Background: an optimization exercise with open tools, aiming at a short achievable clock period and few clock cycles. Do not read the settings as production practice. Function was checked by simulation only, so behaviour that the tests miss may differ from the original. No activity file was given, so power comes from the tool's default toggle rates.

==> flow/design.v <==
module ALU(
    input  [31:0] a,
    input  [31:0] b,
    input         cin,
    input         slt,
    output [31:0] result
    );
    wire [33:0] sum = {1'b0, a, 1'b1} + {1'b0, b, cin};
    assign result = slt ? {31'b0, ~sum[33]} : sum[32:1];
endmodule
module CSA_Level #(parameter N = 3, parameter M = 2)(
    input  [32*N-1:0] in,
    output [32*M-1:0] out
    );
    localparam G = N / 3;
    genvar g;
    generate
        for (g = 0; g < G; g = g + 1) begin : grp
            wire [31:0] x = in[32*(3*g)   +: 32];
            wire [31:0] y = in[32*(3*g+1) +: 32];
            wire [31:0] z = in[32*(3*g+2) +: 32];
            wire [31:0] mj = (x & y) | (x & z) | (y & z);
            assign out[32*(2*g)   +: 32] = x ^ y ^ z;
            assign out[32*(2*g+1) +: 32] = {mj[30:0], 1'b0};
        end
        if (N % 3 != 0) begin : rest
            assign out[32*M-1 : 32*(2*G)] = in[32*N-1 : 32*(3*G)];
        end
    endgenerate
endmodule
module Mul_CSA(
    input  [31:0] a,
    input  [31:0] b,
    output [31:0] s,
    output [31:0] c
    );
    function integer nxt(input integer n);
        nxt = 2 * (n / 3) + (n % 3);
    endfunction
    localparam L0 = 32;
    localparam L1 = nxt(L0);
    localparam L2 = nxt(L1);
    localparam L3 = nxt(L2);
    localparam L4 = nxt(L3);
    localparam L5 = nxt(L4);
    localparam L6 = nxt(L5);
    localparam L7 = nxt(L6);
    localparam L8 = nxt(L7);
    wire [32*L0-1:0] r0;
    genvar i;
    generate
        for (i = 0; i < 32; i = i + 1) begin : pp
            wire [31:0] sh = a << i;
            assign r0[32*i +: 32] = b[i] ? sh : 32'b0;
        end
    endgenerate
    wire [32*L1-1:0] r1;
    wire [32*L2-1:0] r2;
    wire [32*L3-1:0] r3;
    wire [32*L4-1:0] r4;
    wire [32*L5-1:0] r5;
    wire [32*L6-1:0] r6;
    wire [32*L7-1:0] r7;
    wire [32*L8-1:0] r8;
    CSA_Level #(L0, L1) c1(r0, r1);
    CSA_Level #(L1, L2) c2(r1, r2);
    CSA_Level #(L2, L3) c3(r2, r3);
    CSA_Level #(L3, L4) c4(r3, r4);
    CSA_Level #(L4, L5) c5(r4, r5);
    CSA_Level #(L5, L6) c6(r5, r6);
    CSA_Level #(L6, L7) c7(r6, r7);
    CSA_Level #(L7, L8) c8(r7, r8);
    assign s = r8[31:0];
    assign c = r8[63:32];
endmodule
module Sum_Eq(
    input  [31:0] a,
    input  [31:0] b,
    input         cin,
    input  [31:0] k,
    output        eq
    );
    wire [31:0] h = a ^ b;
    wire [31:0] g = (a & b) | (h & ~k);
    assign eq = ((h ^ k) == {g[30:0], cin});
endmodule
module Branch_Cmp(
    input  [31:0] pa,
    input  [31:0] pb,
    input  [31:0] xa,
    input  [31:0] xb,
    input         xcin,
    input         xslt,
    input         slt_bit,
    input         fa,
    input         fb,
    output        eq
    );
    wire add_a, add_b;
    Sum_Eq sa(.a(xa), .b(xb), .cin(xcin), .k(pa), .eq(add_a));
    Sum_Eq sb(.a(xa), .b(xb), .cin(xcin), .k(pb), .eq(add_b));
    wire slt_a = (pa[31:1] == 31'b0) & (pa[0] == slt_bit);
    wire slt_b = (pb[31:1] == 31'b0) & (pb[0] == slt_bit);
    wire x_a = xslt ? slt_a : add_a;
    wire x_b = xslt ? slt_b : add_b;
    wire ab  = (pa == pb);
    assign eq = fa ? (fb | x_b) : (fb ? x_a : ab);
endmodule
`timescale 1ns / 1ps
module Adder(
    input [31:0] A,
    input [31:0] B,
    output [31:0] C
    );
    assign C = A + B;
endmodule
module Branch_Target(
    input  [31:2] pc4,
    input  [15:0] imm,
    output [31:2] tgt
    );
    wire [16:0] lo = {1'b0, pc4[17:2]} + {1'b0, imm};
    wire [31:18] hi    = pc4[31:18];
    wire [31:18] hi_p1 = pc4[31:18] + 14'd1;
    wire [31:18] hi_m1 = pc4[31:18] - 14'd1;
    assign tgt[17:2]  = lo[15:0];
    assign tgt[31:18] = imm[15] ? (lo[16] ? hi : hi_m1) : (lo[16] ? hi_p1 : hi);
endmodule
module Control_Unit(
    input  [5:0] Opcode,
    output       is_r,
    output       is_addi,
    output       is_lw,
    output       is_sw,
    output       is_beq,
    output       is_j
    );
    assign is_r    = (Opcode == 6'h00);
    assign is_addi = (Opcode == 6'h08);
    assign is_lw   = (Opcode == 6'h23);
    assign is_sw   = (Opcode == 6'h2B);
    assign is_beq  = (Opcode == 6'h04);
    assign is_j    = (Opcode == 6'h02);
endmodule
module Early_Beq(
    input  beq,
    input  za,
    input  zb,
    input  da,
    input  db,
    input  dz,
    output taken
    );
    assign taken = beq & ((za & zb) | (dz & ((da & zb) | (db & za))));
endmodule
module Data_Memory(
    input          clk,
    input          reset,
    input  [99:0]  wsel,
    input          WE,
    input  [31:0]  WD,
    input  [99:0]  rsel,
    input  [99:0]  rseln,
    output [31:0]  RD
    );
    reg [31:0] mem [0:99];
    genvar i;
    generate
        for (i = 0; i < 100; i = i + 1) begin : words
            always @(posedge clk, negedge reset) begin
                if (!reset)
                    mem[i] <= 32'b0;
                else if (WE && wsel[i])
                    mem[i] <= WD;
            end
        end
    endgenerate
    reg [31:0] rd_or;
    integer k;
    always @(*) begin
        rd_or = 32'b0;
        for (k = 0; k < 100; k = k + 1)
            rd_or = rd_or | ({{16{~rseln[k]}}, {16{rsel[k]}}} & mem[k]);
    end
    assign RD = rd_or;
endmodule
`timescale 1ns / 1ps
module Mux
    #(parameter bits_num = 32)(
    input [bits_num-1:0] in1,
    input [bits_num-1:0] in2,
    input sel,
    output [bits_num-1:0] out
    );
    assign out = (sel)?(in1):(in2);
endmodule
`timescale 1ns / 1ps
module Program_Counter(
    input clk,
    input reset,
    input [31:0] PC_in,
    output reg [31:0] PC_out
    );
    always @(posedge clk,negedge reset) begin
        if(!reset)
            PC_out <= 'b0;
        else
            PC_out <= PC_in;
    end
endmodule
module Reg_File(
    input         clk,
    input         reset,
    input  [31:0] S1,
    input  [31:0] S2,
    input  [31:0] N1,
    input  [31:0] N2,
    input         WEA,
    input  [4:0]  AA,
    input  [31:0] WDA,
    input         WEB,
    input  [4:0]  AB,
    input  [31:0] WDB,
    output [31:0] RD1,
    output [31:0] RD2,
    output [31:0] NZ,
    output [31:0] ONE
    );
    reg [31:0] r [0:31];
    reg [31:0] nz, one;
    wire nza = |WDA;
    wire nzb = |WDB;
    wire ona = (WDA == 32'd1);
    wire onb = (WDB == 32'd1);
    genvar i;
    generate
        for (i = 0; i < 32; i = i + 1) begin : regs
            always @(posedge clk, negedge reset) begin
                if (!reset) begin
                    r[i]   <= 32'b0;
                    nz[i]  <= 1'b0;
                    one[i] <= 1'b0;
                end else if (WEA && AA == i) begin
                    r[i]   <= WDA;
                    nz[i]  <= nza;
                    one[i] <= ona;
                end else if (WEB && AB == i) begin
                    r[i]   <= WDB;
                    nz[i]  <= nzb;
                    one[i] <= onb;
                end
            end
        end
    endgenerate
    assign NZ = nz;
    assign ONE = one;
    reg [31:0] rd1, rd2;
    integer k;
    always @(*) begin
        rd1 = 32'b0;
        rd2 = 32'b0;
        for (k = 0; k < 32; k = k + 1) begin
            rd1 = rd1 | ({{16{~N1[k]}}, {16{S1[k]}}} & r[k]);
            rd2 = rd2 | ({{16{~N2[k]}}, {16{S2[k]}}} & r[k]);
        end
    end
    assign RD1 = rd1;
    assign RD2 = rd2;
endmodule
`timescale 1ns / 1ps
module Shift_Left_Twice
    #(parameter bits_num = 32)(
    input [bits_num-1:0] in,
    output [bits_num-1:0] out
    );
    assign out = in<<2;
endmodule
`timescale 1ns / 1ps
module Sign_Extend(
    input [15:0] Instr,
    output [31:0] SignImm
    );
    assign SignImm = {{16{Instr[15]}},Instr[15:0]};
endmodule
module Datapath(
    input         clk,
    input         reset,
    input  [31:0] instr,
    output [31:0] pc,
    output        dmem_we,
    output [31:0] dmem_addr,
    output [31:0] dmem_wdata,
    output [15:0] test_value
    );
    reg  [31:2] pc_r;
    wire [31:2] pc4 = pc_r + 30'd1;
    wire f_r, f_addi, f_lw, f_sw, f_beq, f_j;
    Control_Unit cu(
        .Opcode(instr[31:26]),
        .is_r(f_r), .is_addi(f_addi), .is_lw(f_lw), .is_sw(f_sw),
        .is_beq(f_beq), .is_j(f_j)
    );
    wire [31:2] f_jt = {pc4[31:28], instr[25:0]};
    wire        f_same = f_beq & (instr[25:21] == instr[20:16]);
    wire [31:2] f_bt;
    Branch_Target ft(.pc4(pc4), .imm(instr[15:0]), .tgt(f_bt));
    wire [31:2] f_tgt  = f_j ? f_jt : f_bt;
    localparam NF = 2;
    reg  [NF-1:0] fv;
    reg  [31:2]   fkey [0:NF-1];
    reg  [31:2]   ftgt [0:NF-1];
    reg           fptr;
    reg  [31:2]   prev_pc;     
    reg           prev_seq;    
    reg  [31:2]   fold_tgt;
    reg           fold_hit;
    integer fk;
    always @(*) begin
        fold_hit = 1'b0;
        fold_tgt = 30'b0;
        for (fk = 0; fk < NF; fk = fk + 1)
            if (fv[fk] && fkey[fk] == pc_r) begin
                fold_hit = 1'b1;
                fold_tgt = fold_tgt | ftgt[fk];
            end
    end
    reg  [31:0] d_ir;
    reg  [31:2] d_pc4;
    reg  [31:0] d_rs_oh, d_rt_oh;    
    reg  [31:0] d_rs_on, d_rt_on;    
    reg         d_r, d_addi, d_lw, d_sw, d_beq;
    wire [4:0]  rs = d_ir[25:21];
    wire [4:0]  rt = d_ir[20:16];
    wire [4:0]  rd = d_ir[15:11];
    wire [5:0]  fn = d_ir[5:0];
    wire [31:0] imm;
    Sign_Extend se(.Instr(d_ir[15:0]), .SignImm(imm));
    wire d_mul = d_r & (fn == 6'h1C);
    wire d_sub = d_r & (fn == 6'h22);
    wire d_slt = d_r & (fn == 6'h2A);
    wire use_a = d_r | d_addi | d_lw | d_sw | d_beq;
    wire use_b = d_r | d_sw | d_beq;
    wire d_wr  = d_r | d_addi | d_lw;
    wire d_ldst = d_lw | d_sw;
    wire [4:0] d_dst = d_r ? rd : rt;
    reg         x_wa;       
    reg         x_mul;      
    reg  [4:0]  x_rd;
    reg  [31:0] x_a, x_b;
    reg  [31:0] x_ma, x_mb;     
    reg         x_cin, x_slt, x_ld, x_st;
    reg  [99:0] x_sel;      
    reg  [99:0] x_seln;     
    reg  [31:0] x_addr, x_wdata;    
    reg         w_st;
    reg  [31:0] w_addr, w_wdata;
    reg  [15:0] x_tv, tv;
    reg  [99:0] x_wen;      
    reg  [31:0] x_mwd;      
    reg         m_v;
    reg  [4:0]  m_rd;
    reg  [31:0] m_s, m_c;
    wire [31:0] m_res = m_s + m_c;
    wire [31:0] alu_res, ld_data;
    ALU alu(.a(x_a), .b(x_b), .cin(x_cin), .slt(x_slt), .result(alu_res));
    wire [31:0] x_res = x_ld ? ld_data : alu_res;
    wire [31:0] mul_s, mul_c;
    Mul_CSA mul(.a(x_ma), .b(x_mb), .s(mul_s), .c(mul_c));
    Data_Memory dm(
        .clk(clk), .reset(reset),
        .wsel(x_wen), .WE(1'b1), .WD(x_mwd),
        .rsel(x_sel), .rseln(x_seln), .RD(ld_data)
    );
    wire [31:0] rf_a, rf_b, nz, one;
    Reg_File rf(
        .clk(clk), .reset(reset),
        .S1(d_rs_oh), .S2(d_rt_oh), .N1(d_rs_on), .N2(d_rt_on),
        .WEA(x_wa), .AA(x_rd), .WDA(x_res),
        .WEB(m_v), .AB(m_rd), .WDB(m_res),
        .RD1(rf_a), .RD2(rf_b), .NZ(nz), .ONE(one)
    );
    wire xa_hit = x_wa  & (x_rd == rs);
    wire xa_mul = x_mul & (x_rd == rs);
    wire ma_hit = m_v   & (m_rd == rs);
    wire xb_hit = x_wa  & (x_rd == rt);
    wire xb_mul = x_mul & (x_rd == rt);
    wire mb_hit = m_v   & (m_rd == rt);
    wire [31:0] pa = ma_hit ? m_res : rf_a;
    wire [31:0] pb = mb_hit ? m_res : rf_b;
    wire [31:0] a_val = xa_hit ? x_res : pa;
    wire [31:0] b_val = xb_hit ? x_res : pb;
    wire stall = (use_a & xa_mul) | (use_b & xb_mul) |
                 (d_ldst & (xa_hit | xa_mul | ma_hit)) |
                 (d_beq & ((ma_hit & ~xa_hit) | (mb_hit & ~xb_hit))) |
                 (d_beq & x_ld & (xa_hit | xb_hit));
    wire go = ~stall;
    wire [31:0] addr = rf_a + imm;
    wire [7:0]  lo = {1'b0, rf_a[6:0]} + {1'b0, imm[6:0]};
    wire [31:7] hx = rf_a[31:7] ^ imm[31:7];
    wire [31:7] hc = {rf_a[30:7] | imm[30:7], lo[7]};
    wire        hi_zero = (hx == hc);
    wire [99:0] sel;
    genvar i;
    generate
        for (i = 0; i < 100; i = i + 1) begin : dec
            assign sel[i] = hi_zero & (lo[6:0] == i);
        end
    endgenerate
    wire eq;
    Branch_Cmp bc(
        .pa(rf_a), .pb(rf_b),
        .xa(x_a), .xb(x_b), .xcin(x_cin), .xslt(x_slt),
        .slt_bit(alu_res[0]),
        .fa(xa_hit), .fb(xb_hit), .eq(eq)
    );
    wire        taken = d_beq & go & eq;
    wire [31:2] btgt = d_pc4 + imm[29:0];
    wire [4:0] frs = instr[25:21];
    wire [4:0] frt = instr[20:16];
    wire d_clean = ~xa_hit & ~ma_hit & ~(d_r & (xb_hit | mb_hit));
    wire a_zero  = |(d_rs_oh & ~nz);
    wire a_one   = |(d_rs_oh & one);
    wire b_zero  = |(d_rt_oh & ~nz);
    wire imm_m1  = (d_ir[15:0] == 16'hFFFF);
    wire imm_0   = (d_ir[15:0] == 16'h0000);
    wire d_same  = (rs == rt);
    wire dz = d_clean & (
              (d_addi & ((imm_m1 & a_one) | (imm_0 & a_zero))) |
              (d_r & ~d_mul & (d_sub | d_slt) & d_same) |
              (d_r & ~d_mul & ~d_sub & ~d_slt & a_zero & b_zero));
    wire [31:0] d_wv  = {32{d_wr}} & (32'b1 << d_dst);
    wire [31:0] xm_wv = ({32{x_wa | x_mul}} & (32'b1 << x_rd)) | ({32{m_v}} & (32'b1 << m_rd));
    wire [31:0] z0    = ~d_wv & ~xm_wv & ~nz;
    wire f_early;
    Early_Beq eb(.beq(f_beq), .za(z0[frs]), .zb(z0[frt]), .da(d_wv[frs]), .db(d_wv[frt]),
                 .dz(dz), .taken(f_early));
    wire f_jmp   = f_j | f_same | f_early;
    wire [31:2] pc_a = go ? (f_j ? f_jt : fold_hit ? fold_tgt : pc4) : pc_r;
    wire [31:2] pc_b, pc_next;
    Mux #(.bits_num(30)) pc_mux_e(.in1(f_bt), .in2(pc_a), .sel(go & (f_same | f_early)), .out(pc_b));
    Mux #(.bits_num(30)) pc_mux(.in1(btgt), .in2(pc_b), .sel(taken), .out(pc_next));
    always @(posedge clk, negedge reset) begin
        if (!reset)
            pc_r <= 30'b0;
        else
            pc_r <= pc_next;
    end
    always @(posedge clk, negedge reset) begin
        if (!reset) begin
            d_r <= 1'b0; d_addi <= 1'b0; d_lw <= 1'b0; d_sw <= 1'b0; d_beq <= 1'b0;
        end else if (taken) begin
            d_r <= 1'b0; d_addi <= 1'b0; d_lw <= 1'b0; d_sw <= 1'b0; d_beq <= 1'b0;
        end else if (go) begin
            d_r <= f_r; d_addi <= f_addi; d_lw <= f_lw; d_sw <= f_sw; d_beq <= f_beq & ~f_same & ~f_early;
        end
    end
    reg         learn;
    reg         d_j;
    reg  [31:2] pp_pc;
    wire [31:2] d_jt = {d_pc4[31:28], d_ir[25:0]};
    integer fr;
    always @(posedge clk, negedge reset) begin
        if (!reset) begin
            d_ir  <= 32'b0;
            d_pc4 <= 30'b0;
            d_rs_oh <= 32'b0; d_rt_oh <= 32'b0;
            d_rs_on <= 32'b0; d_rt_on <= 32'b0;
            d_j <= 1'b0;
            prev_pc <= 30'b0;
            pp_pc <= 30'b0;
        end else if (go) begin
            d_ir  <= instr;
            d_pc4 <= pc4;
            d_rs_oh <= 32'b1 << instr[25:21];
            d_rt_oh <= 32'b1 << instr[20:16];
            d_rs_on <= ~(32'b1 << instr[25:21]);
            d_rt_on <= ~(32'b1 << instr[20:16]);
            d_j <= f_j;
            prev_pc <= pc_r;
            pp_pc <= prev_pc;
        end
    end
    always @(posedge clk, negedge reset) begin
        if (!reset) begin
            learn <= 1'b0;
            fv <= {NF{1'b0}};
            fptr <= 0;
            for (fr = 0; fr < NF; fr = fr + 1) begin
                fkey[fr] <= 30'b0;
                ftgt[fr] <= 30'b0;
            end
        end else begin
            learn <= go & (f_j | f_same) & prev_seq;
            if (learn) begin
                fv[fptr]   <= 1'b1;
                fkey[fptr] <= pp_pc;
                ftgt[fptr] <= d_j ? d_jt : btgt;
                fptr <= ~fptr;
            end
        end
    end
    always @(posedge clk, negedge reset) begin
        if (!reset)
            prev_seq <= 1'b0;
        else if (taken)
            prev_seq <= 1'b0;
        else if (go)
            prev_seq <= ~f_jmp & ~fold_hit;
    end
    always @(posedge clk, negedge reset) begin
        if (!reset) begin
            x_wa <= 1'b0; x_mul <= 1'b0; x_rd <= 5'b0;
            x_a <= 32'b0; x_b <= 32'b0;
            x_ma <= 32'b0; x_mb <= 32'b0;
            x_cin <= 1'b0; x_slt <= 1'b0; x_ld <= 1'b0; x_st <= 1'b0;
            x_sel <= 100'b0; x_seln <= {100{1'b1}};
            x_addr <= 32'b0; x_wdata <= 32'b0;
            x_wen <= 100'b0; x_mwd <= 32'b0;
            m_v <= 1'b0; m_rd <= 5'b0; m_s <= 32'b0; m_c <= 32'b0;
        end else begin
            x_wa   <= go & d_wr & ~d_mul;
            x_mul  <= go & d_mul;
            x_st   <= go & d_sw;
            x_rd   <= d_dst;
            x_a    <= a_val;
            if (go & d_mul) begin
                x_ma <= a_val;
                x_mb <= b_val;
            end
            x_b    <= d_addi ? imm : (d_sub | d_slt) ? ~b_val : b_val;
            x_cin  <= d_sub | d_slt;
            x_slt  <= d_slt;
            x_ld   <= d_lw;
            x_sel  <= sel;
            x_seln <= ~sel;
            x_addr <= addr;
            x_wdata <= b_val;
            x_wen  <= {100{go & d_sw}} & sel;
            if (go & d_sw)
                x_mwd <= b_val;
            m_v  <= x_mul;
            m_rd <= x_rd;
            m_s  <= mul_s;
            m_c  <= mul_c;
        end
    end
    assign pc         = {pc_r, 2'b00};
    always @(posedge clk, negedge reset) begin
        if (!reset) begin
            w_st <= 1'b0; w_addr <= 32'b0; w_wdata <= 32'b0;
            x_tv <= 16'b0; tv <= 16'b0;
        end else begin
            w_st    <= x_st;
            if (x_wen[0])
                x_tv <= x_mwd[15:0];
            tv      <= x_tv;
            w_addr  <= x_addr;
            w_wdata <= x_wdata;
        end
    end
    assign dmem_we    = w_st;
    assign dmem_addr  = w_addr;
    assign dmem_wdata = w_wdata;
    assign test_value = tv;
endmodule
module MIPS_Top(
    input clk,
    input reset,
    input [31:0] instr,
    output [31:0] pc,
    output dmem_we,
    output [31:0] dmem_addr,
    output [31:0] dmem_wdata,
    output [15:0] test_value
    );
    Datapath dp(
        .clk(clk),
        .reset(reset),
        .instr(instr),
        .pc(pc),
        .dmem_we(dmem_we),
        .dmem_addr(dmem_addr),
        .dmem_wdata(dmem_wdata),
        .test_value(test_value)
    );
endmodule
==> flow/flow/run.sh <==
#!/bin/bash
# The standard layout (the standard.sh, unchanged synthesis), with the
# timing repair steps asked to leave a setup margin, so that they keep
# working on the paths after the design's period is met.
set -euo pipefail
bash standard.sh SETUP_SLACK_MARGIN=15.5 finish > standard.log 2>&1
==> flow/standard.sh <==
#!/bin/bash
# synth_recipe.tcl (not shown) runs the flow's synth.tcl, then flattens the netlist and writes it again
# the make line also repeats each setting of config.mk as NAME=value (left out here)
make -C /OpenROAD-flow-scripts/flow DESIGN_CONFIG=/design/flow/config.mk WORK_HOME=/design/flow/orfs CLKGATE_MAP_FILE= SYNTH_SCRIPT=/design/flow/synth_recipe.tcl "${@:-finish}"
==> flow/config.mk <==
export PLATFORM = sky130hd
export DESIGN_NAME = MIPS_Top
export DESIGN_NICKNAME = MIPS_Top
export VERILOG_FILES = /design/flow/design.v
export SDC_FILE = /design/flow/constraint.sdc
export NUM_CORES = 8
export LEC_CHECK = 0
export CAP_MARGIN = 20
export CORE_MARGIN = 2
export CORE_UTILIZATION = 45
export PLACE_DENSITY = 0.55
export SLEW_MARGIN = 20
export SYNTH_HIERARCHICAL = 1
==> flow/constraint.sdc <==
create_clock -name core_clock -period 21.0 [get_ports {clk}]
set_input_delay 4.2000 -clock core_clock [delete_from_list [all_inputs] [get_ports {clk}]]
set_output_delay 4.2000 -clock core_clock [all_outputs]
set_load 0.01 [all_outputs]
==> results of run 1 <==
[worst max-delay path by stage]
| stage | slack, ns | endpoint | cells past startpoint | startpoint |
|---|---|---|---|---|
| 4_1_cts | 14.95 | pc[28] | 1 | dp.pc_r[28] |
| 5_1_grt | 14.90 | dp.pc_r[21] | 14 | instr[17] |
| 3_3_place_gp | 12.54 | dp.rf.r[14][29] | 6 | reset |
| 6_report | 14.90 | dp.pc_r[4] | 20 | dp.d_rt_on[20] |
| 2_1_floorplan | 14.08 | dp.pc_r[10] | 12 | instr[16] |
| 3_5_place_dp | 12.48 | dp.rf.r[28][29] | 6 | reset |
[report_power, final]
part           switching, mW  internal [mW]
Clock                   4.78           6.41
Combinational           6.33           3.01
Sequential             0.368           10.9
Total                   11.5           20.3
[stage by stage]
step	setup slack, ns	instance area (sq um)	hold slack [ns]	power [mW]	util (%)
after floorplan	14.08	286000	0.331	16.7	-
after global placement	12.54	295000	0.332	20.1	46.9
after detailed placement	12.48	295000	0.335	20.1	46.9
after CTS	14.95	317000	0.344	31.3	50.5
after global routing	14.90	318000	0.349	32.8	50.7
final	14.90	319000	0.338	31.8	50.7
[synthesized netlist by cell type (all sizes together) (389+ instances only)]
library cell	number
o21ai	889
nand2	2577
a22oi	1170
and2	540
a221oi	389
a21oi	644
nor2	1059
o22ai	400
buf	1050
fa	997
clkbuf	1514
mux2	3360
inv	796
dfrtp	5295
a22o	466
a31oi	458
mux2i	534
[worst max-delay path, stage by stage (launching register included)]
cell and delay, ns:
sky130_fd_sc_hd__dfrtp_2 0.35, sky130_fd_sc_hd__buf_4 0.48, sky130_fd_sc_hd__inv_1 0.37, sky130_fd_sc_hd__a2111oi_0 0.71
sky130_fd_sc_hd__nand4_1 0.20, sky130_fd_sc_hd__buf_4 0.27, sky130_fd_sc_hd__inv_1 0.10, sky130_fd_sc_hd__fa_1 0.42
sky130_fd_sc_hd__xnor2_1 0.26, sky130_fd_sc_hd__nor4_2 0.49, sky130_fd_sc_hd__nand3_1 0.16, sky130_fd_sc_hd__nor4_2 0.24
sky130_fd_sc_hd__a22oi_1 0.10, sky130_fd_sc_hd__o21ai_0 0.19, sky130_fd_sc_hd__a31oi_1 0.08, sky130_fd_sc_hd__o211ai_1 0.13
sky130_fd_sc_hd__buf_4 0.27, sky130_fd_sc_hd__nand2_1 0.19, sky130_fd_sc_hd__nor2_4 0.13, sky130_fd_sc_hd__clkbuf_8 0.41
sky130_fd_sc_hd__mux2_4 0.34
[cell type report]
| cell class | count | area (sq um) |
|---|---|---|
| Antenna cell | 165 | 413 |
| Clock buffer | 922 | 18200 |
| Clock inverter | 179 | 2300 |
| Fill cell | 56021 | 309000 |
| Inverter | 807 | 3080 |
| Multi-Input combinational cell | 17099 | 139000 |
| Sequential cell | 5395 | 135000 |
| Tap cell | 8350 | 10400 |
| Timing Repair Buffer | 1080 | 9840 |
[Yosys stat by module, one instance, submodules excluded, a selection]
module / flops+latches / times used
ALU: 0 / 1
Branch_Cmp: 0 / 1
Data_Memory: 3200 / 1
Mul_CSA: 0 / 1
Reg_File: 1088 / 1
Sign_Extend: 0 / 1
[routing by layer]
metal	part of all wire [%]	wire length (microns)	vias to the layer above
met5	0.13	1850	-
met4	7.4	104000	144
met3	15	209000	4898
met2	39	551000	17699
met1	39	542000	120320
li1	-	-	88449
[cell families (layout without fill, tap and decap cells)]
group           count (synthesis)  count (layout)  share of synthesized area (%)
fa+ha+maj                    1163            1163                           7.76
mux                          3934            3934                           15.6
compound gates               4973            4973                           12.1
flops                        5395            5395                           47.6
other cells                    11             694                         0.0145
buf+inv                      3371            2988                           5.10
simple gates                 6076            6077                           10.3
xor+xnor                      423             423                           1.47
[flip-flops by register name (all words and copies together) (netlist names), 60 cells and up]
register,count
dp.dm.mem,3200
dp.ftgt,60
dp.x_sel,100
dp.fkey,60
dp.x_wen,100
dp.x_seln,100
dp.rf.r,1024
[what timing repair did]
item                                    in CTS  in global routing
endpoints found under the setup margin    4147               2496
buffers inserted                            66                 10
cloned                                      22                  4
gates resized for setup                    868                132
pin swaps                                   34                 21
==> out/metrics.cfg, run 1 <==
[worst_setup_path]
rr_worst_depth=20
critical_r2r_capture=dp.pc_r[4]
regToRegStartpoint=dp.d_rt_on[20]
cp_data_arrival_time_ns=7.15
launching_element_type_of_the_critical_path=flop
timing.critical_path.fanout_max=30
ff2ff_setup_slack_ns=14.90
timing.critical_path.required_ns=22.05
critical_path_class=flop to flop
worstSetupEndpointType=flop

[yosys]
synth-seq-cells=5395
post_synthesis_cell_type_count=128
synth_largest_area_cell=sky130_fd_sc_hd__dfrtp_1
synth.top_cells.by_area=sky130_fd_sc_hd__dfrtp_1 (47%), sky130_fd_sc_hd__mux2_2 (13%), sky130_fd_sc_hd__fa_1 (7.0%), sky130_fd_sc_hd__nand2_1 (3.4%), sky130_fd_sc_hd__a22oi_1 (3.1%)
synthFlopType=sky130_fd_sc_hd__dfrtp_1
netlist.area_leader.share_pct=46.7
synthArstFlopShare_pct=100
post_synth.cell_area_avg_sq_um=11.2
syn_inst=25346
ys.warnings.count=13
syn_area_sq_um=284000
yosysSeqAreaShare_pct=47.6
synth_edf_count=0

[detailed_routing]
vias_per_cell=6.81
drt_iter0_markers=37238
route.detailed.drc=0
vias=231510
antenna_violating_nets_left=0
drt-pass1-iter-count=16
wl_microns=1410000
wire_per_inst_microns=41.4

[sta]
maxSlewHeadroom_pct=10.2
timing_max_transition_violations_final=0
final_period_minus_worst_setup_slack_ns=6.10
setup_viol_count_final=0
clock-skew-final_ns=0.103
max_freq_ghz=0.164
totalNegativeSetupSlack_ns=0
setup_repair_after_global_routing_missed_its_margin=yes
final_min_period_over_clock_period_pct=29.1
timing.final.hold_violations=0
worst_slew_pin_slew_ns=1.35

[hold_path]
timing.hold.worst_path_depth=0
hold-path-endpoint=dp.w_addr[16]
hold_path_class=flop to flop
hold_path_startpoint=dp.x_addr[16]

[place]
io_buffers=144
placed_cells=32623
gp_routability_congestion=1.01
final_hpwl_from_detailed_placement_microns=889000

[clocking]
cts_max_path_buffers=4
cts.hold.buffers_added=0
clock_tree.htree_level_count=6
insertion_delay_ns=1.23
ctsRootBufferMaster=sky130_fd_sc_hd__clkbuf_16
numClockSinks=5395
clock_buffer_count_from_cts=610
tritoncts=done
cts.clk_slew.worst_paths_ns=0.06

[global_route]
via_count_of_the_first_global_routing_pass=217602
global_routing_met1_resource_utilization_pct=57.5
gr_usage_total_pct=43.2
number_of_antenna_violations_at_the_first_check_in_global_routing=197
grt_util_met2_pct=57.7
grt.busiest_layer=met2
gr-usage-met3_pct=19.2
global_route.overflow_total=0
grt_first_pass_wirelength_microns=1890000
grt_max_degree=198

[power]
vdd_drop_max_mv=0.298
power_density_nw_per_um2=99.7
static-leakage-power_nw=154

[floorplanning]
fp.dieH_microns=798
core-area_sq_um=628000
placementRows=291
die_x_microns=798
start_util_pct=45.2
dieArea_sq_um=637000
io_pins=147

[cells_and_area]
final_cells=33997
area.growth.synth_to_final_pct=12.3
mostFrequentLayoutCell=sky130_fd_sc_hd__dfrtp_1
fin_nets=26190
most-common-layout-cells=sky130_fd_sc_hd__dfrtp_1 (5140), sky130_fd_sc_hd__mux2_2 (3292), sky130_fd_sc_hd__nand2_1 (2413), sky130_fd_sc_hd__a22oi_1 (1166), sky130_fd_sc_hd__nor2_1 (1005)
drive_gt1_share_pct=24.3

[status]
outcome=no timing/DRC/antenna violations

[run]
max-cap-violations=0

Testbench counts, summed over its fixed seeds: cycles 58,767.
==> run 2, diff against run 1 <==
==> flow/flow/run.sh (replaced) <==
#!/bin/bash
# The standard layout (the standard.sh, unchanged synthesis), with the
# timing repair steps asked to leave a setup margin, so that they keep
# working on the paths after the design's period is met.
set -euo pipefail
bash standard.sh SETUP_SLACK_MARGIN=16 finish > standard.log 2>&1
==> run 2 against run 1 <==
Net effect: now fails the layout checks on capacitance limit, slew limit; wire length rose by 1.3%; synthesized cell count did not move; global-route usage rose by 0.58 points; die area did not move; combinational power rose by 7%; sequential power barely moved; critical endpoint is now dp.pc_r[12].
==> out/metrics.cfg, run 2 <==
[status]
outcome=complete, but fails checks  ; was no timing/DRC/antenna violations
check-failures=capacitance limit, slew limit

[clocking]
ctsRootBufferMaster=sky130_fd_sc_hd__clkbuf_16  ; unchanged
tritoncts=done  ; unchanged
cts.hold.buffers_added=0  ; unchanged
cts_max_path_buffers=4  ; unchanged
insertion_delay_ns=1.22  ; was 1.23 ns
cts.clk_slew.worst_paths_ns=0.06  ; about the same
clock_buffer_count_from_cts=616  ; was 610
clock_tree.htree_level_count=6  ; unchanged
numClockSinks=5395  ; unchanged

[floorplanning]
fp.dieH_microns=798  ; unchanged
core-area_sq_um=628000  ; unchanged
placementRows=291  ; unchanged
dieArea_sq_um=637000  ; unchanged
start_util_pct=45.2  ; unchanged
io_pins=147  ; unchanged
die_x_microns=798  ; unchanged

[power]
overall_power_mw=32.4  ; was 31.8 mW
static-leakage-power_nw=156  ; was 154 nW
power_density_nw_per_um2=100  ; was 99.7 nW/um^2
vdd_drop_max_mv=0.294  ; was 0.298 mV

[place]
gp_routability_congestion=1.00  ; was 1.01
final_hpwl_from_detailed_placement_microns=877000  ; was 889000 microns
io_buffers=144  ; unchanged

[sta]
hold_ws_ns=0.346  ; was 0.338 ns
setup_viol_count_final=0  ; unchanged
worst_slew_pin_slew_ns=1.52  ; was 1.35 ns
totalNegativeSetupSlack_ns=0  ; unchanged
final_min_period_over_clock_period_pct=29.4  ; was 29.1%
clock-skew-final_ns=0.0756  ; was 0.103 ns
final_period_minus_worst_setup_slack_ns=6.18  ; was 6.10 ns
setup_repair_after_global_routing_missed_its_margin=yes  ; unchanged
max_freq_ghz=0.162  ; was 0.164 GHz
timing_max_transition_violations_final=4  ; was 0
maxSlewHeadroom_pct=-1.08  ; was 10.2%
timing.final.hold_violations=0  ; unchanged

[worst_setup_path]
critical_r2r_capture=dp.pc_r[12]  ; was dp.pc_r[4]
critical_path_class=input pin to flop  ; was flop to flop
launching_element_type_of_the_critical_path=input pin  ; was flop
largest_stage_delay_on_the_critical_path_ns=0.51  ; was 0.71 ns
timing.critical_path.max_delay_family=multiplexers  ; was buffers and inverters
rr_worst_depth=20  ; unchanged
ff2ff_setup_slack_ns=15.27  ; was 14.90 ns
timing.critical_path.required_ns=22.06  ; was 22.05 ns
cp_data_arrival_time_ns=7.24  ; was 7.15 ns
critical_path.cell_chain=buf_12 > buf_12 > mux4_2 > mux4_2 > mux2i_2 > nand2_1 > o21ai_4 > inv_2 > a21oi_4 > buf_6 > buf_12 > mux2_4 > mux2_4  ; was buf_4 > inv_1 > a2111oi_0 > nand4_1 > buf_4 > inv_1 > fa_1 > xnor2_1 > nor4_2 > nand3_1 > nor4_2 > a22oi_1 > o21ai_0 > a31oi_1 > o211ai_1 > buf_4 > nand2_1 > nor2_4 > clkbuf_8 > mux2_4
regToRegStartpoint=dp.d_rt_on[13]  ; was dp.d_rt_on[20]
most_repeated_library_cell_on_the_critical_path=sky130_fd_sc_hd__buf_12  ; was sky130_fd_sc_hd__buf_4
timing.critical_path.slowest_stage_cell=sky130_fd_sc_hd__mux4_2  ; was sky130_fd_sc_hd__a2111oi_0
timing.critical_path.from=instr[16]  ; was dp.d_rt_on[20]
worstSetupEndpointType=flop  ; unchanged
timing.critical_path.fanout_max=8  ; was 30
cp.buffers_inverters=5  ; was 6

[global_route]
grt_first_pass_wirelength_microns=1920000  ; was 1890000 microns
gr_usage_total_pct=43.8  ; was 43.2%
global_route.overflow_total=0  ; unchanged
grt_max_degree=165  ; was 198
number_of_antenna_violations_at_the_first_check_in_global_routing=167  ; was 197
via_count_of_the_first_global_routing_pass=221859  ; was 218k

[yosys]
synth.top_cells.by_area=sky130_fd_sc_hd__dfrtp_1 (47%), sky130_fd_sc_hd__mux2_2 (13%), sky130_fd_sc_hd__fa_1 (7.0%), sky130_fd_sc_hd__nand2_1 (3.4%), sky130_fd_sc_hd__a22oi_1 (3.1%)  ; unchanged
post_synth.cell_area_avg_sq_um=11.2  ; unchanged
syn_area_sq_um=284000  ; unchanged
ys.warnings.count=13  ; unchanged
post_synthesis_cell_type_count=128  ; unchanged
cell_with_the_most_instances_after_synthesis=sky130_fd_sc_hd__dfrtp_1  ; unchanged
leading_post_synthesis_cells_by_instance_count=sky130_fd_sc_hd__dfrtp_1 (5295), sky130_fd_sc_hd__mux2_2 (3295), sky130_fd_sc_hd__nand2_1 (2567)  ; unchanged
netlist.area_leader.share_pct=46.7  ; unchanged
synth_largest_area_cell=sky130_fd_sc_hd__dfrtp_1  ; unchanged
synthArstFlopShare_pct=100  ; unchanged
synth-seq-cells=5395  ; unchanged
yosysSeqAreaShare_pct=47.6  ; unchanged
synthFlopType=sky130_fd_sc_hd__dfrtp_1  ; unchanged
synth_edf_count=0  ; unchanged
syn_inst=25346  ; unchanged

[detailed_routing]
wire_per_inst_microns=41.7  ; was 41.4 microns
route.detailed.drc=0  ; unchanged
drt-pass1-iter-count=16  ; unchanged
antenna_violating_nets_left=0  ; unchanged
wl_microns=1430000  ; was 1410000 microns
vias_per_cell=6.86  ; was 6.81
drt_iter0_markers=37387  ; was 37.2k
vias=234752  ; was 232k

[hold_path]
hold_path_startpoint=dp.x_wdata[14]  ; was dp.x_addr[16]
hold-path-endpoint=dp.w_wdata[14]  ; was dp.w_addr[16]
hold_path_class=flop to flop  ; unchanged
timing.hold.worst_path_depth=0  ; unchanged

[cells_and_area]
fin_nets=26411  ; was 26.2k
most-common-layout-cells=sky130_fd_sc_hd__dfrtp_1 (5133), sky130_fd_sc_hd__mux2_2 (3291), sky130_fd_sc_hd__nand2_1 (2408), sky130_fd_sc_hd__a22oi_1 (1144), sky130_fd_sc_hd__nor2_1 (995)  ; was sky130_fd_sc_hd__dfrtp_1 (5140), sky130_fd_sc_hd__mux2_2 (3292), sky130_fd_sc_hd__nand2_1 (2413), sky130_fd_sc_hd__a22oi_1 (1166), sky130_fd_sc_hd__nor2_1 (1005)
largest_register_ff_count=3200  ; unchanged
drive_gt1_share_pct=26.2  ; was 24.3%
mostFrequentLayoutCell=sky130_fd_sc_hd__dfrtp_1  ; unchanged
layout_top_registers=dp.dm.mem (3200), dp.rf.r (1024)  ; unchanged
largest-register=dp.dm.mem  ; unchanged
final_util_pct=51.6  ; was 50.7%
fillerInstances=55407  ; was 56.0k
area.growth.synth_to_final_pct=14.2  ; was 12.3%

[run]
max-cap-violations=1  ; was 0

==> run 2: cell count changes in the layout (fill, tap and decap cells not counted), sizes merged, moves of 2 or more <==
cell,change
clkbuf,+50
clkdlybuf4s15,-2
dlygate4sd2,-12
buf,+190
clkdlybuf4s50,+11
bufbuf,+7
diode,-3
bufinv,-6
clkinv,-13
==> run 2: per-module statistics from Yosys (local to each module, per instance), a selection <==
module	area, sq um	cells inside	times used
Data_Memory	138000	9779	1
Reg_File	63800	7918	1
Datapath	49500	4854	1
Mul_CSA	3710	607	1
ALU	2280	352	1
Branch_Target	1280	180	1
Sum_Eq	1110	107	2
Branch_Cmp	549	76	1
Sign_Extend	240	32	1
Control_Unit	71.3	10	1
Early_Beq	20.0	4	1
==> run 2: worst max path at each step <==
| stage | cells past startpoint | end | slack [ns] |
|---|---|---|---|
| 2_1_floorplan | 12 | dp.pc_r[10] | 14.08 |
| 3_3_place_gp | 6 | dp.x_rd[0] | 12.28 |
| 3_5_place_dp | 6 | dp.d_ir[24] | 12.26 |
| 4_1_cts | 13 | dp.pc_r[31] | 14.86 |
| 5_1_grt | 13 | dp.pc_r[14] | 14.77 |
| 6_report | 13 | dp.pc_r[12] | 14.82 |
==> run 2: where the power goes <==
part           total [mW]  internal, mW  switching (mW)
logic                10.0          3.35            6.69
registers            11.2          10.9           0.348
clock network        11.2          6.40            4.77
total                32.4          20.6            11.8
==> run 2: per-stage QoR <==
stage	cells	cell area (sq um)	setup WS, ns
after floorplan	25864	286000	14.08
after global placement	32635	295000	12.28
after detailed placement	32638	295000	12.26
after CTS	33967	321000	14.86
after global routing	34112	324000	14.77
final	34225	324000	14.82
==> run 2: layout make-up <==
class / count / area, sq um / area share (%)
antenna: 162 / 405 / 0.125
clock buffer: 955 / 18500 / 5.72
clock inverter: 162 / 1930 / 0.595
inverter: 807 / 3120 / 0.963
multi-input combinational: 17101 / 140000 / 43.3
sequential: 5395 / 136000 / 41.8
tap: 8350 / 10400 / 3.22
timing repair buffer: 1293 / 13600 / 4.20
==> run 2: what timing repair did <==
item / CTS / global route
setup buffers: 170 / 69
resized for setup: 1391 / 303
endpoints found under the setup margin: 5028 / 2730
cloned: 42 / 20
pin swaps: 416 / 113
==> run 2: cell families (layout without fill, tap and decap cells) <==
| logic type | after synthesis | count (layout) | share of synthesized area [%] |
|---|---|---|---|
| compound gates | 4973 | 4974 | 12.1 |
| buf+inv | 3371 | 3217 | 5.10 |
| mux | 3934 | 3935 | 15.6 |
| flops | 5395 | 5395 | 47.6 |
| xor+xnor | 423 | 423 | 1.47 |
| fa+ha+maj | 1163 | 1163 | 7.76 |
| simple gates | 6076 | 6077 | 10.3 |
| other cells | 11 | 691 | 0.0145 |
==> run 2: worst reg2reg max path, delay by kind of cell (launching register included) <==
family | cells | cell delay [ns]
and+or+nand+nor | 6 | 1.43
xor gates and xnor gates | 1 | 0.18
DFF | 1 | 0.33
adders and majority gates | 1 | 0.42
buffers and inverters | 6 | 1.85
muxes | 1 | 0.38
AOI/OAI and AO/OA | 5 | 1.01
==> run 2: routing by layer <==
| layer | vias to the layer above | GRT usage, % | part of all wire (%) |
|---|---|---|---|
| li1 | 88891 | - | - |
| met4 | 118 | 28.5 | 8.5 |
| met2 | 18630 | 58.5 | 39 |
| met5 | - | 2.63 | 0.18 |
| met3 | 5508 | 17.9 | 14 |
| met1 | 121605 | 57.9 | 38 |
==> run 3, diff against run 2 <==
--- a/flow/design.v
+++ b/flow/design.v
@@ -153,6 +153,13 @@
     );
     assign taken = beq & ((za & zb) | (dz & ((da & zb) | (db & za))));
 endmodule
+module Bit_Sel(
+    input  [31:0] v,
+    input  [4:0]  s,
+    output        y
+    );
+    assign y = |(v & (32'b1 << s));
+endmodule
 module Data_Memory(
     input          clk,
     input          reset,
@@ -432,7 +439,11 @@
     wire [31:0] xm_wv = ({32{x_wa | x_mul}} & (32'b1 << x_rd)) | ({32{m_v}} & (32'b1 << m_rd));
     wire [31:0] z0    = ~d_wv & ~xm_wv & ~nz;
     wire f_early;
-    Early_Beq eb(.beq(f_beq), .za(z0[frs]), .zb(z0[frt]), .da(d_wv[frs]), .db(d_wv[frt]),
+    wire za, zb;
+    Bit_Sel sza(.v(z0), .s(frs), .y(za));
+    Bit_Sel szb(.v(z0), .s(frt), .y(zb));
+    Early_Beq eb(.beq(f_beq), .za(za), .zb(zb),
+                 .da(d_wr & (d_dst == frs)), .db(d_wr & (d_dst == frt)),
                  .dz(dz), .taken(f_early));
     wire f_jmp   = f_j | f_same | f_early;
     wire [31:2] pc_a = go ? (f_j ? f_jt : fold_hit ? fold_tgt : pc4) : pc_r;
==> flow/flow/run.sh (replaced) <==
#!/bin/bash
# The standard layout (the standard.sh, unchanged synthesis), with the
# timing repair steps asked to leave a setup margin, so that they keep
# working on the paths after the design's period is met.
set -euo pipefail
bash standard.sh SETUP_SLACK_MARGIN=15.5 finish > standard.log 2>&1
==> run 3 against run 2 <==
Net effect: the run now finishes clean; clock skew up 0.025 ns; highest routed layer unchanged; largest cell class unchanged; sequential share of layout area up 0.62 points; combinational power about the same; core utilization down 0.82 points; global-route usage down 0.36 points; register-to-register slack worse by 0.63 ns; wire length down 0.78%; critical path type is now flop to flop; cell count down 0.77%; critical path depth up 4; worst setup slack worse by 0.18 ns.
==> out/metrics.cfg, run 3 <==
[status]
outcome=no timing/DRC/antenna violations  ; was complete, but fails checks

[detailed_routing]
route.detailed.drc=0  ; unchanged
vias_per_cell=6.87  ; was 6.86
wire_per_inst_microns=41.7  ; about the same
wl_microns=1420000  ; was 1430000 microns
antenna_violating_nets_left=0  ; unchanged
drt_iter0_markers=35252  ; was 37.4k
drt-pass1-iter-count=13  ; was 16
vias=233152  ; was 235k

[sta]
maxSlewHeadroom_pct=5.42  ; was -1.08%
hold_ws_ns=0.326  ; was 0.346 ns
timing_max_transition_violations_final=0  ; was 4
setup_repair_after_global_routing_missed_its_margin=yes  ; unchanged
max_freq_ghz=0.157  ; was 0.162 GHz
totalNegativeSetupSlack_ns=0  ; unchanged
final_min_period_over_clock_period_pct=30.3  ; was 29.4%
timing.final.hold_violations=0  ; unchanged
worst_slew_pin_slew_ns=1.42  ; was 1.52 ns
clock-skew-final_ns=0.100  ; was 0.0756 ns
setup_viol_count_final=0  ; unchanged
final_period_minus_worst_setup_slack_ns=6.36  ; was 6.18 ns

[clocking]
cts_max_path_buffers=4  ; unchanged
cts.hold.buffers_added=0  ; unchanged
insertion_delay_ns=1.23  ; was 1.22 ns
numClockSinks=5395  ; unchanged
clock_buffer_count_from_cts=606  ; was 616
clock_tree.htree_level_count=6  ; unchanged
cts.clk_slew.worst_paths_ns=0.06  ; about the same
tritoncts=done  ; unchanged
ctsRootBufferMaster=sky130_fd_sc_hd__clkbuf_16  ; unchanged

[global_route]
grt_max_degree=142  ; was 165
gr_usage_total_pct=43.4  ; was 43.8%
grt_first_pass_wirelength_microns=1900000  ; was 1920000 microns
via_count_of_the_first_global_routing_pass=220489  ; was 222k
global_route.overflow_total=0  ; unchanged
number_of_antenna_violations_at_the_first_check_in_global_routing=184  ; was 167

[worst_setup_path]
ff2ff_setup_slack_ns=14.64  ; was 15.27 ns
timing.critical_path.fanout_max=30  ; was 8
launching_element_type_of_the_critical_path=flop  ; was input pin
regToRegStartpoint=dp.d_rt_on[17]  ; was dp.d_rt_on[13]
worstSetupEndpointType=flop  ; unchanged
most_repeated_library_cell_on_the_critical_path=sky130_fd_sc_hd__nand4_1  ; was sky130_fd_sc_hd__buf_12
cp.buffers_inverters=3  ; was 5
timing.critical_path.max_delay_family=simple AND/OR/NAND/NOR gates  ; was multiplexers
largest_stage_delay_on_the_critical_path_ns=0.81  ; was 0.51 ns
critical_r2r_capture=dp.pc_r[12]  ; unchanged
timing.critical_path.required_ns=22.05  ; was 22.06 ns
cp_data_arrival_time_ns=7.41  ; was 7.24 ns
critical_path.cell_chain=buf_4 > o22ai_1 > nor3_1 > nand4_1 > inv_1 > fa_1 > xor2_1 > nand4_1 > nor4_2 > a22oi_1 > o21ai_0 > a31oi_1 > o211ai_1 > nand2_1 > nor2_4 > clkbuf_8 > mux2_4  ; was buf_12 > buf_12 > mux4_2 > mux4_2 > mux2i_2 > nand2_1 > o21ai_4 > inv_2 > a21oi_4 > buf_6 > buf_12 > mux2_4 > mux2_4
timing.critical_path.slowest_stage_cell=sky130_fd_sc_hd__dfrtp_1  ; was sky130_fd_sc_hd__mux4_2
timing.critical_path.from=dp.d_rt_on[17]  ; was instr[16]
critical_path_class=flop to flop  ; was input pin to flop
rr_worst_depth=17  ; was 20

[yosys]
synthArstFlopShare_pct=100  ; unchanged
synth_edf_count=0  ; unchanged
netlist.area_leader.share_pct=46.7  ; about the same
post_synthesis_cell_type_count=128  ; unchanged
yosysSeqAreaShare_pct=47.6  ; about the same
syn_inst=25299  ; about the same
synthFlopType=sky130_fd_sc_hd__dfrtp_1  ; unchanged
synth-seq-cells=5395  ; unchanged
leading_post_synthesis_cells_by_instance_count=sky130_fd_sc_hd__dfrtp_1 (5295), sky130_fd_sc_hd__mux2_2 (3329), sky130_fd_sc_hd__nand2_1 (2345)  ; was sky130_fd_sc_hd__dfrtp_1 (5295), sky130_fd_sc_hd__mux2_2 (3295), sky130_fd_sc_hd__nand2_1 (2567)
syn_area_sq_um=284000  ; about the same
synth.top_cells.by_area=sky130_fd_sc_hd__dfrtp_1 (47%), sky130_fd_sc_hd__mux2_2 (13%), sky130_fd_sc_hd__fa_1 (7.0%), sky130_fd_sc_hd__a22oi_1 (3.1%), sky130_fd_sc_hd__nand2_1 (3.1%)  ; was sky130_fd_sc_hd__dfrtp_1 (47%), sky130_fd_sc_hd__mux2_2 (13%), sky130_fd_sc_hd__fa_1 (7.0%), sky130_fd_sc_hd__nand2_1 (3.4%), sky130_fd_sc_hd__a22oi_1 (3.1%)
synth_largest_area_cell=sky130_fd_sc_hd__dfrtp_1  ; unchanged
ys.warnings.count=13  ; unchanged
post_synth.cell_area_avg_sq_um=11.2  ; about the same
cell_with_the_most_instances_after_synthesis=sky130_fd_sc_hd__dfrtp_1  ; unchanged

[hold_path]
hold-path-endpoint=dp.w_addr[20]  ; was dp.w_wdata[14]
hold_path_class=flop to flop  ; unchanged
hold_path_startpoint=dp.x_addr[20]  ; was dp.x_wdata[14]
timing.hold.worst_path_depth=0  ; unchanged

[floorplanning]
fp.dieH_microns=798  ; about the same
start_util_pct=45.2  ; about the same
core-area_sq_um=628000  ; about the same
io_pins=147  ; unchanged
placementRows=291  ; unchanged
die_x_microns=798  ; about the same
dieArea_sq_um=637000  ; about the same

[place]
gp_routability_congestion=1.01  ; was 1.00
io_buffers=144  ; unchanged
placed_cells=32581  ; about the same
final_hpwl_from_detailed_placement_microns=882000  ; was 877000 microns

[cells_and_area]
largest-register=dp.dm.mem  ; unchanged
final_util_pct=50.8  ; was 51.6%
fin_nets=26170  ; was 26.4k
mostFrequentLayoutCell=sky130_fd_sc_hd__dfrtp_1  ; unchanged
most-common-layout-cells=sky130_fd_sc_hd__dfrtp_1 (5147), sky130_fd_sc_hd__mux2_2 (3327), sky130_fd_sc_hd__nand2_1 (2200), sky130_fd_sc_hd__a22oi_1 (1172), sky130_fd_sc_hd__fa_1 (972)  ; was sky130_fd_sc_hd__dfrtp_1 (5133), sky130_fd_sc_hd__mux2_2 (3291), sky130_fd_sc_hd__nand2_1 (2408), sky130_fd_sc_hd__a22oi_1 (1144), sky130_fd_sc_hd__nor2_1 (995)
final_cells=33960  ; was 34.2k
largest_register_ff_count=3200  ; unchanged
layout_top_registers=dp.dm.mem (3200), dp.rf.r (1024)  ; unchanged
area.growth.synth_to_final_pct=12.4  ; was 14.2%
drive_gt1_share_pct=24.5  ; was 26.2%

[power]
static-leakage-power_nw=154  ; was 156 nW
power_density_nw_per_um2=102  ; was 100 nW/um^2
overall_power_mw=32.6  ; was 32.4 mW
vdd_drop_max_mv=0.355  ; was 0.294 mV

[run]
max-cap-violations=0  ; was 1

run 3: cell count changes after synthesis, moves of 34 or more:
cell / delta
sky130_fd_sc_hd__nand2_1: -222
sky130_fd_sc_hd__nor3_1: +115
sky130_fd_sc_hd__nor2_1: -57
sky130_fd_sc_hd__mux2_1: +52
sky130_fd_sc_hd__mux2i_1: +42
sky130_fd_sc_hd__mux4_2: -40
sky130_fd_sc_hd__o22ai_1: -36
sky130_fd_sc_hd__mux2_2: +34
sky130_fd_sc_hd__o22a_1: -34
run 3: modules after synthesis, one instance, submodules excluded, a selection:
module         area, sq um  cells inside  flip-flops and latches  copies in the design
Data_Memory         138000          9779                    3200                     1
Control_Unit          71.3            10                       0                     1
Branch_Cmp             549            76                       0                     1
ALU                   2280           352                       0                     1
Branch_Target         1280           180                       0                     1
Bit_Sel                382            57                       0                     2
run 3: worst max-delay path by stage:
stage / to / slack [ns] / depth (start not counted)
2_1_floorplan: dp.pc_r[28] / 14.44 / 12
3_3_place_gp: dp.tv[12] / 12.52 / 5
3_5_place_dp: dp.dm.mem[34][15] / 12.49 / 5
4_1_cts: pc[19] / 14.85 / 1
5_1_grt: dp.pc_r[29] / 14.83 / 14
6_report: dp.pc_r[12] / 14.64 / 17
run 3: logic make-up after synthesis:
kind of cell / synth area share, %
other: 0.0145
AO/OA/AOI/OAI: 12.1
AND/OR/NAND/NOR: 10.2
XOR/XNOR: 1.47
adder cells (fa/ha/maj): 7.76
flip-flops: 47.6
multiplexers: 15.8
buffers and inverters: 5.09
run 3: what timing repair did:
action	4_1_cts	5_1_grt
endpoints found under the setup margin	3294	1631
pin swaps	33	37
cloned	20	1
gates resized for setup	908	133
buffers inserted	80	24
run 3: routing by layer:
metal / global-route usage [%] / up-vias / routed length [microns] / share of wire [%]
li1: - / 88477 / - / -
met1: 57.9 / 121042 / 547000 / 39
met2: 57.9 / 18369 / 552000 / 39
met3: 19.4 / 5162 / 209000 / 15
met4: 25.2 / 102 / 106000 / 7.5
met5: 0.660 / - / 1260 / 0.089
run 3: layout make-up:
cell class                      count  area (sq um)
Fill cell                       56301        309000
Multi-Input combinational cell  17063        139000
Sequential cell                  5395        135000
Clock buffer                      911         18100
Tap cell                         8350         10400
Timing Repair Buffer             1121         10300
Inverter                          786          3000
Clock inverter                    186          2570
Antenna cell                      148           370
run 3: metrics by stage:
stage	setup slack [ns]	instance area, sq um
after floorplan	14.44	286000
after global placement	12.52	294000
after detailed placement	12.49	295000
after CTS	14.85	318000
after global routing	14.83	319000
final	14.64	319000
run 3: where the power goes:
group / internal [mW] / switching (mW)
combinational: 3.34 / 6.87
clock: 6.41 / 4.79
sequential: 10.9 / 0.361
total: 20.6 / 12.0
Testbench counts of run 3, summed over its fixed seeds: cycles 58,767.
==> run 4, diff against run 3 <==
--- a/flow/design.v
+++ b/flow/design.v
@@ -400,7 +400,10 @@
                  (d_ldst & (xa_hit | xa_mul | ma_hit)) |
                  (d_beq & ((ma_hit & ~xa_hit) | (mb_hit & ~xb_hit))) |
                  (d_beq & x_ld & (xa_hit | xb_hit));
+    reg         kill;
+    reg  [31:2] kill_tgt;
     wire go = ~stall;
+    wire dgo = go & ~kill;      
     wire [31:0] addr = rf_a + imm;
     wire [7:0]  lo = {1'b0, rf_a[6:0]} + {1'b0, imm[6:0]};
     wire [31:7] hx = rf_a[31:7] ^ imm[31:7];
@@ -420,7 +423,7 @@
         .slt_bit(alu_res[0]),
         .fa(xa_hit), .fb(xb_hit), .eq(eq)
     );
-    wire        taken = d_beq & go & eq;
+    wire        taken = d_beq & dgo & eq;
     wire [31:2] btgt = d_pc4 + imm[29:0];
     wire [4:0] frs = instr[25:21];
     wire [4:0] frt = instr[20:16];
@@ -449,7 +452,16 @@
     wire [31:2] pc_a = go ? (f_j ? f_jt : fold_hit ? fold_tgt : pc4) : pc_r;
     wire [31:2] pc_b, pc_next;
     Mux #(.bits_num(30)) pc_mux_e(.in1(f_bt), .in2(pc_a), .sel(go & (f_same | f_early)), .out(pc_b));
-    Mux #(.bits_num(30)) pc_mux(.in1(btgt), .in2(pc_b), .sel(taken), .out(pc_next));
+    Mux #(.bits_num(30)) pc_mux(.in1(kill_tgt), .in2(pc_b), .sel(kill), .out(pc_next));
+    always @(posedge clk, negedge reset) begin
+        if (!reset) begin
+            kill <= 1'b0;
+            kill_tgt <= 30'b0;
+        end else begin
+            kill <= taken;
+            kill_tgt <= btgt;
+        end
+    end
     always @(posedge clk, negedge reset) begin
         if (!reset)
             pc_r <= 30'b0;
@@ -459,7 +471,7 @@
     always @(posedge clk, negedge reset) begin
         if (!reset) begin
             d_r <= 1'b0; d_addi <= 1'b0; d_lw <= 1'b0; d_sw <= 1'b0; d_beq <= 1'b0;
-        end else if (taken) begin
+        end else if (kill) begin
             d_r <= 1'b0; d_addi <= 1'b0; d_lw <= 1'b0; d_sw <= 1'b0; d_beq <= 1'b0;
         end else if (go) begin
             d_r <= f_r; d_addi <= f_addi; d_lw <= f_lw; d_sw <= f_sw; d_beq <= f_beq & ~f_same & ~f_early;
@@ -513,7 +525,7 @@
     always @(posedge clk, negedge reset) begin
         if (!reset)
             prev_seq <= 1'b0;
-        else if (taken)
+        else if (kill)
             prev_seq <= 1'b0;
         else if (go)
             prev_seq <= ~f_jmp & ~fold_hit;
@@ -529,12 +541,12 @@
             x_wen <= 100'b0; x_mwd <= 32'b0;
             m_v <= 1'b0; m_rd <= 5'b0; m_s <= 32'b0; m_c <= 32'b0;
         end else begin
-            x_wa   <= go & d_wr & ~d_mul;
-            x_mul  <= go & d_mul;
-            x_st   <= go & d_sw;
+            x_wa   <= dgo & d_wr & ~d_mul;
+            x_mul  <= dgo & d_mul;
+            x_st   <= dgo & d_sw;
             x_rd   <= d_dst;
             x_a    <= a_val;
-            if (go & d_mul) begin
+            if (dgo & d_mul) begin
                 x_ma <= a_val;
                 x_mb <= b_val;
             end
@@ -546,8 +558,8 @@
             x_seln <= ~sel;
             x_addr <= addr;
             x_wdata <= b_val;
-            x_wen  <= {100{go & d_sw}} & sel;
-            if (go & d_sw)
+            x_wen  <= {100{dgo & d_sw}} & sel;
+            if (dgo & d_sw)
                 x_mwd <= b_val;
             m_v  <= x_mul;
             m_rd <= x_rd;
==> run 4 against run 3 <==
Net effect: still clean; clock power about the same; synthesized cell count increased by 1.2%; fmax increased by 4.8%; sequential share of layout area increased by 0.13 points; via count decreased by 0.31%; clock skew increased by 0.030 ns; worst setup slack improved by 0.29 ns; combinational power decreased by 5%; final area increased by 0.25%.
==> out/metrics.cfg, run 4 <==
[clocking]
clock_tree.htree_level_count=6  ; unchanged
tritoncts=done  ; unchanged
cts.clk_slew.worst_paths_ns=0.06  ; about the same
clock_buffer_count_from_cts=613  ; was 606
ctsRootBufferMaster=sky130_fd_sc_hd__clkbuf_16  ; unchanged
insertion_delay_ns=1.22  ; was 1.23 ns
cts.hold.buffers_added=0  ; unchanged
cts_max_path_buffers=4  ; unchanged
numClockSinks=5426  ; was 5395

[detailed_routing]
vias=232423  ; was 233k
route.detailed.drc=0  ; unchanged
vias_per_cell=6.78  ; was 6.87
drt_iter0_markers=34988  ; was 35.3k
drt-pass1-iter-count=13  ; unchanged
antenna_violating_nets_left=0  ; unchanged
wl_microns=1410000  ; was 1420000 microns
wire_per_inst_microns=41.3  ; was 41.7 microns

[global_route]
number_of_antenna_violations_at_the_first_check_in_global_routing=137  ; was 184
grt.busiest_layer=met2  ; was met1
grt_first_pass_wirelength_microns=1910000  ; was 1900000 microns
gr_usage_total_pct=43.3  ; was 43.4%
global_routing_met1_resource_utilization_pct=54.2  ; was 57.9%
gr-usage-met3_pct=14.8  ; was 19.4%
via_count_of_the_first_global_routing_pass=222741  ; was 220k
grt_max_degree=166  ; was 142
grt_util_met2_pct=61.9  ; was 57.9%
global_route.overflow_total=0  ; unchanged

[worst_setup_path]
cp.buffers_inverters=1  ; was 3
critical_path_class=flop to output pin  ; was flop to flop
timing.critical_path.required_ns=16.80  ; was 22.05 ns
timing.critical_path.slowest_stage_cell=sky130_fd_sc_hd__dfrtp_2  ; was sky130_fd_sc_hd__dfrtp_1
timing.critical_path.fanout_max=1  ; was 30
critical_r2r_capture=dp.pc_r[4]  ; was dp.pc_r[12]
cp_data_arrival_time_ns=1.87  ; was 7.41 ns
regToRegStartpoint=dp.d_r  ; was dp.d_rt_on[17]
rr_worst_depth=18  ; was 17
launching_element_type_of_the_critical_path=flop  ; unchanged
largest_stage_delay_on_the_critical_path_ns=0.58  ; was 0.81 ns
timing.critical_path.max_delay_family=flip-flops  ; was simple AND/OR/NAND/NOR gates
ff2ff_setup_slack_ns=15.13  ; was 14.64 ns
critical_path.cell_chain=buf_6  ; was buf_4 > o22ai_1 > nor3_1 > nand4_1 > inv_1 > fa_1 > xor2_1 > nand4_1 > nor4_2 > a22oi_1 > o21ai_0 > a31oi_1 > o211ai_1 > nand2_1 > nor2_4 > clkbuf_8 > mux2_4
worstSetupEndpointType=output pin  ; was flop

[cells_and_area]
final_util_pct=50.7  ; was 50.8%
fin_nets=26496  ; was 26.2k
most-common-layout-cells=sky130_fd_sc_hd__dfrtp_1 (5197), sky130_fd_sc_hd__mux2_2 (3280), sky130_fd_sc_hd__nand2_1 (2487), sky130_fd_sc_hd__a22oi_1 (1145), sky130_fd_sc_hd__fa_1 (990)  ; was sky130_fd_sc_hd__dfrtp_1 (5147), sky130_fd_sc_hd__mux2_2 (3327), sky130_fd_sc_hd__nand2_1 (2200), sky130_fd_sc_hd__a22oi_1 (1172), sky130_fd_sc_hd__fa_1 (972)
mostFrequentLayoutCell=sky130_fd_sc_hd__dfrtp_1  ; unchanged
final_cells=34263  ; was 34.0k
fillerInstances=56403  ; was 56.3k
final_design_area_no_fill_sq_um=320000  ; was 319000 sq um
layout_top_registers=dp.dm.mem (3200), dp.rf.r (1024)  ; unchanged
largest_register_ff_count=3200  ; unchanged
largest-register=dp.dm.mem  ; unchanged
drive_gt1_share_pct=24.0  ; was 24.5%
area.growth.synth_to_final_pct=12.3  ; was 12.4%

[yosys]
netlist.area_leader.share_pct=46.8  ; was 46.7%
syn_inst=25592  ; was 25.3k
synth-seq-cells=5426  ; was 5395
synthArstFlopShare_pct=100  ; unchanged
post_synthesis_cell_type_count=120  ; was 128
yosysSeqAreaShare_pct=47.7  ; was 47.6%
cell_with_the_most_instances_after_synthesis=sky130_fd_sc_hd__dfrtp_1  ; unchanged
synth_largest_area_cell=sky130_fd_sc_hd__dfrtp_1  ; unchanged
leading_post_synthesis_cells_by_instance_count=sky130_fd_sc_hd__dfrtp_1 (5326), sky130_fd_sc_hd__mux2_2 (3280), sky130_fd_sc_hd__nand2_1 (2633)  ; was sky130_fd_sc_hd__dfrtp_1 (5295), sky130_fd_sc_hd__mux2_2 (3329), sky130_fd_sc_hd__nand2_1 (2345)
post_synth.cell_area_avg_sq_um=11.1  ; was 11.2 sq um
synthFlopType=sky130_fd_sc_hd__dfrtp_1  ; unchanged
synth.top_cells.by_area=sky130_fd_sc_hd__dfrtp_1 (47%), sky130_fd_sc_hd__mux2_2 (13%), sky130_fd_sc_hd__fa_1 (7.0%), sky130_fd_sc_hd__nand2_1 (3.5%), sky130_fd_sc_hd__a22oi_1 (3.0%)  ; was sky130_fd_sc_hd__dfrtp_1 (47%), sky130_fd_sc_hd__mux2_2 (13%), sky130_fd_sc_hd__fa_1 (7.0%), sky130_fd_sc_hd__a22oi_1 (3.1%), sky130_fd_sc_hd__nand2_1 (3.1%)
ys.warnings.count=13  ; unchanged
synth_edf_count=0  ; unchanged
syn_area_sq_um=285000  ; was 284000 sq um

[sta]
final_min_period_over_clock_period_pct=28.9  ; was 30.3%
worst_slew_pin_slew_ns=1.35  ; was 1.42 ns
totalNegativeSetupSlack_ns=0  ; unchanged
max_freq_ghz=0.165  ; was 0.157 GHz
setup_repair_after_global_routing_missed_its_margin=yes  ; unchanged
finalWorstSetupSlack_ns=14.93  ; was 14.64 ns
setup_viol_count_final=0  ; unchanged
maxSlewHeadroom_pct=9.44  ; was 5.42%
timing.final.hold_violations=0  ; unchanged
hold_ws_ns=0.306  ; was 0.326 ns
clock-skew-final_ns=0.130  ; was 0.100 ns
final_period_minus_worst_setup_slack_ns=6.07  ; was 6.36 ns
timing_max_transition_violations_final=0  ; unchanged

[floorplanning]
fp.dieH_microns=799  ; was 798 microns
die_x_microns=799  ; was 798 microns
dieArea_sq_um=639000  ; was 637000 sq um
placementRows=292  ; was 291
core-area_sq_um=631000  ; was 628000 sq um
start_util_pct=45.1  ; was 45.2%
io_pins=147  ; unchanged

[place]
gp_routability_congestion=1.01  ; about the same
placed_cells=32939  ; was 32.6k
placedInstanceArea_sq_um=296000  ; was 295000 sq um
final_hpwl_from_detailed_placement_microns=898000  ; was 882000 microns
place_ws_ns=12.60  ; was 12.49 ns
io_buffers=144  ; unchanged

[power]
power_density_nw_per_um2=100  ; was 102 nW/um^2
overall_power_mw=32.1  ; was 32.6 mW
static-leakage-power_nw=155  ; was 154 nW
vdd_drop_max_mv=0.341  ; was 0.355 mV

[hold_path]
hold-path-endpoint=dp.tv[2]  ; was dp.w_addr[20]
hold_path_startpoint=dp.x_tv[2]  ; was dp.x_addr[20]
timing.hold.worst_path_depth=0  ; unchanged
hold_path_class=flop to flop  ; unchanged

[run]
max-cap-violations=0  ; unchanged

[status]
outcome=no timing/DRC/antenna violations  ; unchanged

[run 4: cell count changes after synthesis, sizes merged, moves of 24 or more]
cell and change:
mux2 -101, nor3 -24, inv +63, o21ai -24, xor2 +29, mux2i -39, xnor2 -46, dfrtp +31
nand2 +288, clkbuf +25
[run 4: power breakdown]
group | switching [mW] | internal (mW)
combinational | 6.47 | 3.23
clock | 4.73 | 6.23
sequential | 0.410 | 11.0
[run 4: per-module statistics from Yosys (local to each module, per instance), a selection]
| module | cells | area (sq um) | times used |
|---|---|---|---|
| Branch_Target | 180 | 1280 | 1 |
| Mul_CSA | 607 | 3710 | 1 |
| Sign_Extend | 32 | 240 | 1 |
| Datapath | 4986 | 49600 | 1 |
| ALU | 352 | 2280 | 1 |
| Bit_Sel | 57 | 382 | 2 |
| Branch_Cmp | 76 | 549 | 1 |
| Data_Memory | 9779 | 138000 | 1 |
| Early_Beq | 4 | 20.0 | 1 |
| Control_Unit | 10 | 71.3 | 1 |
| Sum_Eq | 107 | 1110 | 2 |
| Reg_File | 7918 | 63800 | 1 |
[run 4: area by class of cell]
class	count	area, sq um	area share (%)
multi-input cells	17261	139000	43.5
repair buffers	1148	10500	3.30
flip-flops and latches	5426	136000	42.6
clock buffers	955	18200	5.68
diodes	97	243	0.0759
inverters	849	3240	1.01
well taps	8379	10500	3.28
clock inverters	148	1840	0.575
[run 4: worst max-delay path by stage]
| stage | startpoint | to | cells past startpoint |
|---|---|---|---|
| 2_1_floorplan | instr[18] | dp.pc_r[10] | 12 |
| 3_3_place_gp | reset | dp.d_rs_oh[23] | 5 |
| 3_5_place_dp | reset | dp.d_rs_oh[23] | 5 |
| 4_1_cts | dp.pc_r[22] | pc[22] | 1 |
| 5_1_grt | dp.w_wdata[30] | dmem_wdata[30] | 1 |
| 6_report | dp.w_wdata[30] | dmem_wdata[30] | 1 |
[run 4: logic make-up (layout without fill, tap and decap cells)]
group / after synthesis / in the layout / share of synthesized area, %
simple gates: 6259 / 6262 / 10.6
flops: 5426 / 5426 / 47.7
compound gates: 5018 / 5018 / 12.2
mux: 3882 / 3882 / 15.2
buf+inv: 3426 / 3100 / 5.15
fa+ha+maj: 1163 / 1163 / 7.74
xor+xnor: 407 / 407 / 1.41
other cells: 11 / 626 / 0.0145
[run 4: routing by layer]
metal  wire length [microns]  vias to the layer above
li1                        -                    89230
met1                  510000                   119739
met2                  588000                    17807
met3                  180000                     5591
met4                  137000                       56
met5                     564                        -
[run 4: timing repair]
| action | CTS | global route |
|---|---|---|
| pin swaps | 36 | 47 |
| setup endpoints to repair | 3487 | 2001 |
| resized for setup | 1068 | 144 |
| cloned | 22 | 6 |
| buffers inserted | 55 | 38 |
Testbench counts of run 4, summed over its fixed seeds: cycles 58,910.

Check on run 4: ideal ports give 14.930 ns setup slack; a clkbuf_16 on the clock port and buf_2 on the inputs give 14.778 ns; moving port delays by the midpoint clock arrival (1.304 ns) as well gives 13.788 ns.
